This is an optimization exercise on Yosys and OpenROAD, whose aim is small area, not a production implementation. In this exercise RTL edits were held to simulation tests only and were not proved equivalent to the original. Power is estimated from default activity; no workload was simulated.

==> inputs of onyx <==
Design arm, start of the top module:
module arm(
    input  logic        clk,
    input  logic        reset,
    output logic [31:0] PC,
    input  logic [31:0] InstrF,
    output logic        MemWrite,
    output logic [31:0] ALUResult,
    output logic [31:0] WriteData,
    input  logic [31:0] ReadData
);
    logic [31:2] pc_q;
    logic [31:2] pc_plus4;
    logic        stall;            
    logic        PCSrcM;           
    logic [31:0] ResM;             
    assign pc_plus4 = pc_q + 30'd1;
    always_ff @(posedge clk or posedge reset) begin
        if (reset)       pc_q <= '0;
        else if (!stall) pc_q <= PCSrcM ? ResM[31:2] : pc_plus4;
    end
    assign PC = {pc_q, 2'b00};
    logic [31:0] InstrD;
    always_ff @(posedge clk) begin
        if (!stall) InstrD <= InstrF;
        if (reset | PCSrcM) InstrD[27:26] <= 2'b11;
    end
    logic [31:0] InstrE;
    logic        validE;
    logic       d_store;
    logic [3:0] ra2_d;
    logic       loadE;
    assign d_store = (InstrD[27:26] == 2'b01) & ~InstrD[20];
    assign ra2_d   = d_store ? InstrD[15:12] : InstrD[3:0];
    assign loadE   = validE & (InstrE[27:26] == 2'b01) & InstrE[20];
    assign stall   = loadE & ((InstrE[15:12] == InstrD[19:16]) |
                              (InstrE[15:12] == ra2_d));
    logic        stalled_last;
    logic [31:2] link_d;
    always_ff @(posedge clk) stalled_last <= stall;
    assign link_d = stalled_last ? pc_plus4 : pc_q;
    logic [31:2] link_e;
    always_ff @(posedge clk) begin
        InstrE <= InstrD;
        link_e <= link_d;
        if (reset) InstrE[27:26] <= 2'b11;
    end
    always_ff @(posedge clk or posedge reset) begin
        if (reset) validE <= 1'b0;
        else       validE <= ~(stall | PCSrcM);
    end
    logic [3:0] flags;             
    logic       e_dp, e_mem, e_load, e_store, e_br, e_link;
    logic [3:0] opc;
    assign e_dp    = (InstrE[27:26] == 2'b00);
    assign e_mem   = (InstrE[27:26] == 2'b01);
    assign e_load  = e_mem & InstrE[20];
    assign e_store = e_mem & ~InstrE[20];
    assign e_br    = (InstrE[27:25] == 3'b101);
    assign e_link  = e_br & InstrE[24];
    assign opc     = InstrE[24:21];
    logic n_f, z_f, c_f, v_f, ge, cond_ok;
    assign {n_f, z_f, c_f, v_f} = flags;
    assign ge = (n_f == v_f);
    always_comb begin
        case (InstrE[31:28])
            4'b0000: cond_ok = z_f;
            4'b0001: cond_ok = ~z_f;
  ...
make LEC_CHECK=0 CAP_MARGIN=20 CORE_MARGIN=2 CORE_UTILIZATION=40 CTS_BUF_LIST='sky130_fd_sc_hd__clkbuf_4 sky130_fd_sc_hd__clkbuf_8' PLACE_DENSITY=0.6 SLEW_MARGIN=20 SYNTH_HIERARCHICAL=1 SYNTH_MINIMUM_KEEP_SIZE=0 finish   # period 9.0 ns
run.sh (not shown) runs the stock make flow with config.mk's settings and CLKGATE_MAP_FILE= SYNTH_SCRIPT=/design/flow/synth_recipe.tcl, a recipe that flattens the netlist after the stock synthesis.
==> nickel (differences from onyx) <==
--- a/flow/design.v
+++ b/flow/design.v
@@ -1,17 +1,17 @@
 module rdport (
     input  logic [479:0] regs,      
     input  logic [14:0]  sel,       
-    input  logic         sel_a, sel_b, sel_c,
-    input  logic [31:0]  a, b, c,
+    input  logic         sel_b, sel_c,
+    input  logic [31:0]  b, c,
     output logic [31:0]  rd
 );
     always_comb begin
-        rd = ({32{sel_a}} & a) | ({32{sel_b}} & b) | ({32{sel_c}} & c);
+        rd = ({32{sel_b}} & b) | ({32{sel_c}} & c);
         for (int i = 0; i < 15; i++)
             rd = rd | ({32{sel[i]}} & regs[32*i +: 32]);
     end
 endmodule
 module arm(
     input  logic        clk,
     input  logic        reset,
     output logic [31:0] PC,
@@ -116,59 +116,76 @@
         if (we_m) rf[wa_m] <= wd_m;
     end
     logic [3:0] ra1, ra2;
     assign ra1 = InstrE[19:16];
     assign ra2 = e_store ? InstrE[15:12] : InstrE[3:0];
     logic byp1, byp2;
     assign byp1 = RegWriteM & (WA3M == ra1) & (WA3M != 4'd15);
     assign byp2 = RegWriteM & (WA3M == ra2) & (WA3M != 4'd15);
-    logic        l1, p1, b1, l2, p2, b2;
+    logic [31:0] pcv;
+    assign pcv = e_br ? {link_e, 2'b00} : {pc_plus4, 2'b00};
+    logic        p1, b1, p2, b2;
     logic [14:0] s1, s2;
-    assign l1 = e_br;
-    assign p1 = ~e_br & (ra1 == 4'd15);
-    assign b1 = ~e_br & byp1;
-    assign l2 = e_link;
-    assign p2 = ~e_link & (ra2 == 4'd15);
-    assign b2 = ~e_link & byp2;
+    assign p1 = e_br | (~is_mov & (ra1 == 4'd15));
+    assign b1 = ~e_br & ~is_mov & byp1 & (ra1 != 4'd15);
+    assign p2 = e_br | (ra2 == 4'd15);
+    assign b2 = ~e_br & byp2 & (ra2 != 4'd15);
     always_comb begin
         for (int i = 0; i < 15; i++) begin
-            s1[i] = ~e_br & ~byp1 & (ra1 == 4'(i));
-            s2[i] = ~e_link & ~byp2 & (ra2 == 4'(i));
+            s1[i] = ~e_br & ~is_mov & ~byp1 & (ra1 == 4'(i));
+            s2[i] = ~e_br & ~byp2 & (ra2 == 4'(i));
         end
     end
     logic [479:0] regs;
     always_comb
         for (int i = 0; i < 15; i++) regs[32*i +: 32] = rf[i];
     logic [31:0] rd1, rd2;
-    rdport port1 (.regs(regs), .sel(s1), .sel_a(l1), .sel_b(p1), .sel_c(b1),
-                  .a({link_e, 2'b00}), .b({pc_plus4, 2'b00}), .c(ResM), .rd(rd1));
-    rdport port2 (.regs(regs), .sel(s2), .sel_a(l2), .sel_b(p2), .sel_c(b2),
-                  .a({link_e, 2'b00}), .b({pc_plus4, 2'b00}), .c(ResM), .rd(rd2));
+    rdport port1 (.regs(regs), .sel(s1), .sel_b(p1), .sel_c(b1),
+                  .b(pcv), .c(ResM), .rd(rd1));
+    rdport port2 (.regs(regs), .sel(s2), .sel_b(p2), .sel_c(b2),
+                  .b(pcv), .c(ResM), .rd(rd2));
     logic        use_imm;
     logic [31:0] imm, srcb, srcb_x, alu_out;
-    logic [32:0] sum;
-    logic        cin;
+    logic [31:0] g0, p0, gk, pk, cy, sum;
+    logic        cin, cout, logic_op;
     assign use_imm = e_br | e_mem | (e_dp & InstrE[25]);
     assign imm = e_br  ? {{6{InstrE[23]}}, InstrE[23:0], 2'b11} :
                  e_mem ? {20'b0, InstrE[11:0]} :
                          {24'b0, InstrE[7:0]};
     assign srcb   = use_imm ? imm : rd2;
     assign srcb_x = is_sub ? ~srcb : srcb;
     assign cin    = is_sub | e_br;      
-    assign sum    = {1'b0, rd1} + {1'b0, srcb_x} + {32'b0, cin};
-    always_comb begin
-        if (is_and)      alu_out = rd1 & srcb;
-        else if (is_orr) alu_out = rd1 | srcb;
-        else if (is_mov) alu_out = srcb;
-        else             alu_out = sum[31:0];
-    end
+    assign g0 = rd1 & srcb_x;
+    assign p0 = rd1 ^ srcb_x;
+    always_comb begin
+        gk = g0;
+        pk = p0;
+        gk[0] = g0[0] | (p0[0] & cin);
+        for (int l = 0; l < 5; l++)
+            for (int i = 0; i < 32; i++)
+                if ((i + 1) % (2 << l) == 0) begin
+                    gk[i] = gk[i] | (pk[i] & gk[i - (1 << l)]);
+                    pk[i] = pk[i] & pk[i - (1 << l)];
+                end
+        for (int l = 3; l >= 0; l--)
+            for (int i = 0; i < 32; i++)
+                if ((i + 1) % (2 << l) == (1 << l) && i >= (2 << l)) begin
+                    gk[i] = gk[i] | (pk[i] & gk[i - (1 << l)]);
+                    pk[i] = pk[i] & pk[i - (1 << l)];
+                end
+    end
+    assign cy   = {gk[30:0], cin};
+    assign cout = gk[31];
+    assign sum  = p0 ^ cy;
+    assign logic_op = is_and | is_orr;
+    assign alu_out  = logic_op ? (g0 | ({32{is_orr}} & p0)) : sum;
     always_ff @(posedge clk or posedge reset) begin
         if (reset)        flags <= 4'b0;
-        else if (flag_we) flags <= {sum[31], sum[31:0] == 32'b0, sum[32],
+        else if (flag_we) flags <= {sum[31], sum == 32'b0, cout,
                                     (rd1[31] == srcb_x[31]) & (rd1[31] ^ sum[31])};
     end
     always_ff @(posedge clk or posedge reset) begin
         if (reset) begin
             RegWriteM <= 1'b0;
             MemWriteM <= 1'b0;
             PCSrcM    <= 1'b0;
             LinkM     <= 1'b0;
==> flow/flow/run.sh (new file) <==
#!/bin/bash
# Own layout flow: the standard layout (standard.sh, standard synthesis
# included) with two changes: the port buffers are the smallest buffer
# cell, and clock tree synthesis inserts no dummy loads.
set -euo pipefail
export BUFFER_PORTS_ARGS="-buffer_cell sky130_fd_sc_hd__buf_1"
export CTS_ARGS="-sink_clustering_enable -repair_clock_nets -dont_use_dummy_load -buf_list sky130_fd_sc_hd__clkbuf_8"
bash standard.sh finish > standard_flow.log 2>&1
==> flow/standard.sh (new file) <==
#!/bin/bash
# synth_recipe.tcl (not shown) runs the flow's synth.tcl, then flattens the netlist and writes it again
# the make line also repeats each setting of config.mk as NAME=value (left out here)
make -C /OpenROAD-flow-scripts/flow DESIGN_CONFIG=/design/flow/config.mk WORK_HOME=/design/flow/orfs CLKGATE_MAP_FILE= SYNTH_SCRIPT=/design/flow/synth_recipe.tcl "${@:-finish}"
removed: flow/run.sh
==> cedar (differences from onyx) <==
--- a/flow/design.v
+++ b/flow/design.v
@@ -1,17 +1,17 @@
 module rdport (
     input  logic [479:0] regs,      
     input  logic [14:0]  sel,       
-    input  logic         sel_a, sel_b, sel_c,
-    input  logic [31:0]  a, b, c,
+    input  logic         sel_b, sel_c,
+    input  logic [31:0]  b, c,
     output logic [31:0]  rd
 );
     always_comb begin
-        rd = ({32{sel_a}} & a) | ({32{sel_b}} & b) | ({32{sel_c}} & c);
+        rd = ({32{sel_b}} & b) | ({32{sel_c}} & c);
         for (int i = 0; i < 15; i++)
             rd = rd | ({32{sel[i]}} & regs[32*i +: 32]);
     end
 endmodule
 module arm(
     input  logic        clk,
     input  logic        reset,
     output logic [31:0] PC,
@@ -116,59 +116,76 @@
         if (we_m) rf[wa_m] <= wd_m;
     end
     logic [3:0] ra1, ra2;
     assign ra1 = InstrE[19:16];
     assign ra2 = e_store ? InstrE[15:12] : InstrE[3:0];
     logic byp1, byp2;
     assign byp1 = RegWriteM & (WA3M == ra1) & (WA3M != 4'd15);
     assign byp2 = RegWriteM & (WA3M == ra2) & (WA3M != 4'd15);
-    logic        l1, p1, b1, l2, p2, b2;
+    logic [31:0] pcv;
+    assign pcv = e_br ? {link_e, 2'b00} : {pc_plus4, 2'b00};
+    logic        p1, b1, p2, b2;
     logic [14:0] s1, s2;
-    assign l1 = e_br;
-    assign p1 = ~e_br & (ra1 == 4'd15);
-    assign b1 = ~e_br & byp1;
-    assign l2 = e_link;
-    assign p2 = ~e_link & (ra2 == 4'd15);
-    assign b2 = ~e_link & byp2;
+    assign p1 = e_br | (~is_mov & (ra1 == 4'd15));
+    assign b1 = ~e_br & ~is_mov & byp1 & (ra1 != 4'd15);
+    assign p2 = e_br | (ra2 == 4'd15);
+    assign b2 = ~e_br & byp2 & (ra2 != 4'd15);
     always_comb begin
         for (int i = 0; i < 15; i++) begin
-            s1[i] = ~e_br & ~byp1 & (ra1 == 4'(i));
-            s2[i] = ~e_link & ~byp2 & (ra2 == 4'(i));
+            s1[i] = ~e_br & ~is_mov & ~byp1 & (ra1 == 4'(i));
+            s2[i] = ~e_br & ~byp2 & (ra2 == 4'(i));
         end
     end
     logic [479:0] regs;
     always_comb
         for (int i = 0; i < 15; i++) regs[32*i +: 32] = rf[i];
     logic [31:0] rd1, rd2;
-    rdport port1 (.regs(regs), .sel(s1), .sel_a(l1), .sel_b(p1), .sel_c(b1),
-                  .a({link_e, 2'b00}), .b({pc_plus4, 2'b00}), .c(ResM), .rd(rd1));
-    rdport port2 (.regs(regs), .sel(s2), .sel_a(l2), .sel_b(p2), .sel_c(b2),
-                  .a({link_e, 2'b00}), .b({pc_plus4, 2'b00}), .c(ResM), .rd(rd2));
+    rdport port1 (.regs(regs), .sel(s1), .sel_b(p1), .sel_c(b1),
+                  .b(pcv), .c(ResM), .rd(rd1));
+    rdport port2 (.regs(regs), .sel(s2), .sel_b(p2), .sel_c(b2),
+                  .b(pcv), .c(ResM), .rd(rd2));
     logic        use_imm;
     logic [31:0] imm, srcb, srcb_x, alu_out;
-    logic [32:0] sum;
-    logic        cin;
+    logic [31:0] g0, p0, gk, pk, cy, sum;
+    logic        cin, cout, logic_op;
     assign use_imm = e_br | e_mem | (e_dp & InstrE[25]);
     assign imm = e_br  ? {{6{InstrE[23]}}, InstrE[23:0], 2'b11} :
                  e_mem ? {20'b0, InstrE[11:0]} :
                          {24'b0, InstrE[7:0]};
     assign srcb   = use_imm ? imm : rd2;
     assign srcb_x = is_sub ? ~srcb : srcb;
     assign cin    = is_sub | e_br;      
-    assign sum    = {1'b0, rd1} + {1'b0, srcb_x} + {32'b0, cin};
-    always_comb begin
-        if (is_and)      alu_out = rd1 & srcb;
-        else if (is_orr) alu_out = rd1 | srcb;
-        else if (is_mov) alu_out = srcb;
-        else             alu_out = sum[31:0];
-    end
+    assign g0 = rd1 & srcb_x;
+    assign p0 = rd1 ^ srcb_x;
+    always_comb begin
+        gk = g0;
+        pk = p0;
+        gk[0] = g0[0] | (p0[0] & cin);
+        for (int l = 0; l < 5; l++)
+            for (int i = 0; i < 32; i++)
+                if ((i + 1) % (2 << l) == 0) begin
+                    gk[i] = gk[i] | (pk[i] & gk[i - (1 << l)]);
+                    pk[i] = pk[i] & pk[i - (1 << l)];
+                end
+        for (int l = 3; l >= 0; l--)
+            for (int i = 0; i < 32; i++)
+                if ((i + 1) % (2 << l) == (1 << l) && i >= (2 << l)) begin
+                    gk[i] = gk[i] | (pk[i] & gk[i - (1 << l)]);
+                    pk[i] = pk[i] & pk[i - (1 << l)];
+                end
+    end
+    assign cy   = {gk[30:0], cin};
+    assign cout = gk[31];
+    assign sum  = p0 ^ cy;
+    assign logic_op = is_and | is_orr;
+    assign alu_out  = logic_op ? (g0 | ({32{is_orr}} & p0)) : sum;
     always_ff @(posedge clk or posedge reset) begin
         if (reset)        flags <= 4'b0;
-        else if (flag_we) flags <= {sum[31], sum[31:0] == 32'b0, sum[32],
+        else if (flag_we) flags <= {sum[31], sum == 32'b0, cout,
                                     (rd1[31] == srcb_x[31]) & (rd1[31] ^ sum[31])};
     end
     always_ff @(posedge clk or posedge reset) begin
         if (reset) begin
             RegWriteM <= 1'b0;
             MemWriteM <= 1'b0;
             PCSrcM    <= 1'b0;
             LinkM     <= 1'b0;
==> flow/flow/run.sh (new file) <==
#!/bin/bash
# Own layout flow: the standard layout (standard.sh, standard synthesis
# included) with two changes: the port buffers are the smallest buffer
# cell, and clock tree synthesis inserts no dummy loads.
set -euo pipefail
export BUFFER_PORTS_ARGS="-buffer_cell sky130_fd_sc_hd__buf_1"
export CTS_ARGS="-sink_clustering_enable -repair_clock_nets -dont_use_dummy_load -buf_list sky130_fd_sc_hd__clkbuf_16 -sink_clustering_size 22 -sink_clustering_max_diameter 80"
bash standard.sh finish > standard_flow.log 2>&1
==> flow/standard.sh (new file) <==
#!/bin/bash
# synth_recipe.tcl (not shown) runs the flow's synth.tcl, then flattens the netlist and writes it again
# the make line also repeats each setting of config.mk as NAME=value (left out here)
make -C /OpenROAD-flow-scripts/flow DESIGN_CONFIG=/design/flow/config.mk WORK_HOME=/design/flow/orfs CLKGATE_MAP_FILE= SYNTH_SCRIPT=/design/flow/synth_recipe.tcl "${@:-finish}"
removed: flow/run.sh
==> raven (differences from onyx) <==
==> flow/config.mk (replaced) <==
export PLATFORM = sky130hd
export DESIGN_NAME = arm
export DESIGN_NICKNAME = arm
export VERILOG_FILES = /design/flow/design.v
export SDC_FILE = /design/flow/constraint.sdc
export NUM_CORES = 4
export LEC_CHECK = 0
export CAP_MARGIN = 20
export CORE_MARGIN = 2
export CORE_UTILIZATION = 60
export CTS_BUF_LIST = sky130_fd_sc_hd__clkbuf_2 sky130_fd_sc_hd__clkbuf_4
export CTS_CLUSTER_SIZE = 30
export PLACE_DENSITY = 0.7
export SLEW_MARGIN = 20
export SYNTH_HIERARCHICAL = 1
export SYNTH_MINIMUM_KEEP_SIZE = 0
==> impl_metrics.json <==
{
  "p_switching_w": 0.00304,
  "stdcell_count": 3822,
  "antenna_cells": 1,
  "status": "no timing/DRC/antenna violations",
  "synthAdderAreaFrac_pct": 2.38,
  "r2r-end": "flags[2]$_DFFE_PP0P_",
  "pwr-share-seq_pct": 50.7,
  "internal_power_w": 0.00576,
  "buffers_excl_clock": 277,
  "period_minus_slack_ns": 8.24,
  "nClkBuffers": 112,
  "rr_worst_depth": 31,
  "grt_pass1_wl_mm": 175,
  "rrSetupSlack_ns": 0.76,
  "use_met1_pct": 38.7,
  "gp_congestion": 0.991,
  "die_w_um": 285,
  "crit_required_ns": 9.62,
  "taps": 1050,
  "final_cell_mix": "edfxtp_1 (510), a22oi_1 (281), nand2_1 (224)"
}
# the run above: nickel

==> impl_metrics.json <==
{
  "rr_worst_depth": 28,
  "die_w_um": 237,
  "nClkBuffers": 264,
  "buffers_excl_clock": 286,
  "antenna_cells": 7,
  "status": "no timing/DRC/antenna violations",
  "stdcell_count": 3804,
  "use_met1_pct": 58.5,
  "die_y_um": 237,
  "gp_congestion": 1.02,
  "ys_seq_area_share_pct": 58.2,
  "period_minus_slack_ns": 8.10,
  "r2r-end": "flags[2]$_DFFE_PP0P_",
  "syn_area_um2": 32600,
  "pwr-share-seq_pct": 46.1,
  "wire_per_inst_um": 32.6,
  "num_vias": 28200
}
# the run above: raven

==> impl_metrics.json <==
{
  "status": "no timing/DRC/antenna violations",
  "synthAdderAreaFrac_pct": 2.38,
  "rrSetupSlack_ns": 0.81,
  "nClkBuffers": 41,
  "buffers_excl_clock": 278,
  "use_met1_pct": 38.9,
  "taps": 1050,
  "nFlopsAndLatches": 683,
  "p_switching_w": 0.00292,
  "r2r-end": "flags[2]$_DFFE_PP0P_",
  "internal_power_w": 0.00547,
  "grt_pass1_wl_mm": 173,
  "period_minus_slack_ns": 8.19,
  "final_cell_mix": "edfxtp_1 (510), a22oi_1 (281), nand2_1 (224)",
  "rr_worst_depth": 31,
  "crit_required_ns": 9.53,
  "antenna_cells": 0,
  "stdcell_count": 3751,
  "die_w_um": 285
}
# the run above: cedar

==> impl_metrics.json <==
{
  "die_w_um": 289,
  "stdcell_count": 4039,
  "status": "no timing/DRC/antenna violations",
  "antenna_cells": 3,
  "buffers_excl_clock": 274,
  "pwr-share-seq_pct": 45.8,
  "p_switching_w": 0.00350,
  "rr_worst_depth": 28,
  "grt_pass1_wl_mm": 182,
  "nClkBuffers": 155,
  "taps": 1060,
  "period_minus_slack_ns": 8.15,
  "internal_power_w": 0.00644,
  "use_met1_pct": 40.6,
  "synth.largest_area_cell": "edfxtp_1",
  "met3_usage_pct": 7.78,
  "gp_congestion": 0.958,
  "final_cell_mix": "edfxtp_1 (510), a22oi_1 (218), a22o_1 (188)"
}
# the run above: onyx

==> afterwards: timing with drivers on the ports <==
In the flow no input, the clock included, has a driving cell. The finished layouts below were timed again as built, in two steps. Step 1 assumes that a clkbuf_16 drives the clock port and a buf_2 every other input. Step 2, shift: input delay + t, output delay - t, t = (earliest + latest rising clock arrival at the registers) / 2. This alone moves slack from input paths to output paths. a / b / c = ideal / step 1 / step 2; a / b = the first two.
run	shift t [ns]	setup slack, ns	worst setup path after step 2	pins driven straight from the clock port
onyx	0.787	0.851 / 0.851 / 0.851	register to register	1
nickel	0.795	0.758 / 0.758 / 0.758	register to register	1
cedar	0.652	0.814 / 0.814 / 0.814	register to register	1
raven	1.104	0.904 / 0.904 / 0.904	register to register	1
After both steps setup and hold are still met in every run listed.
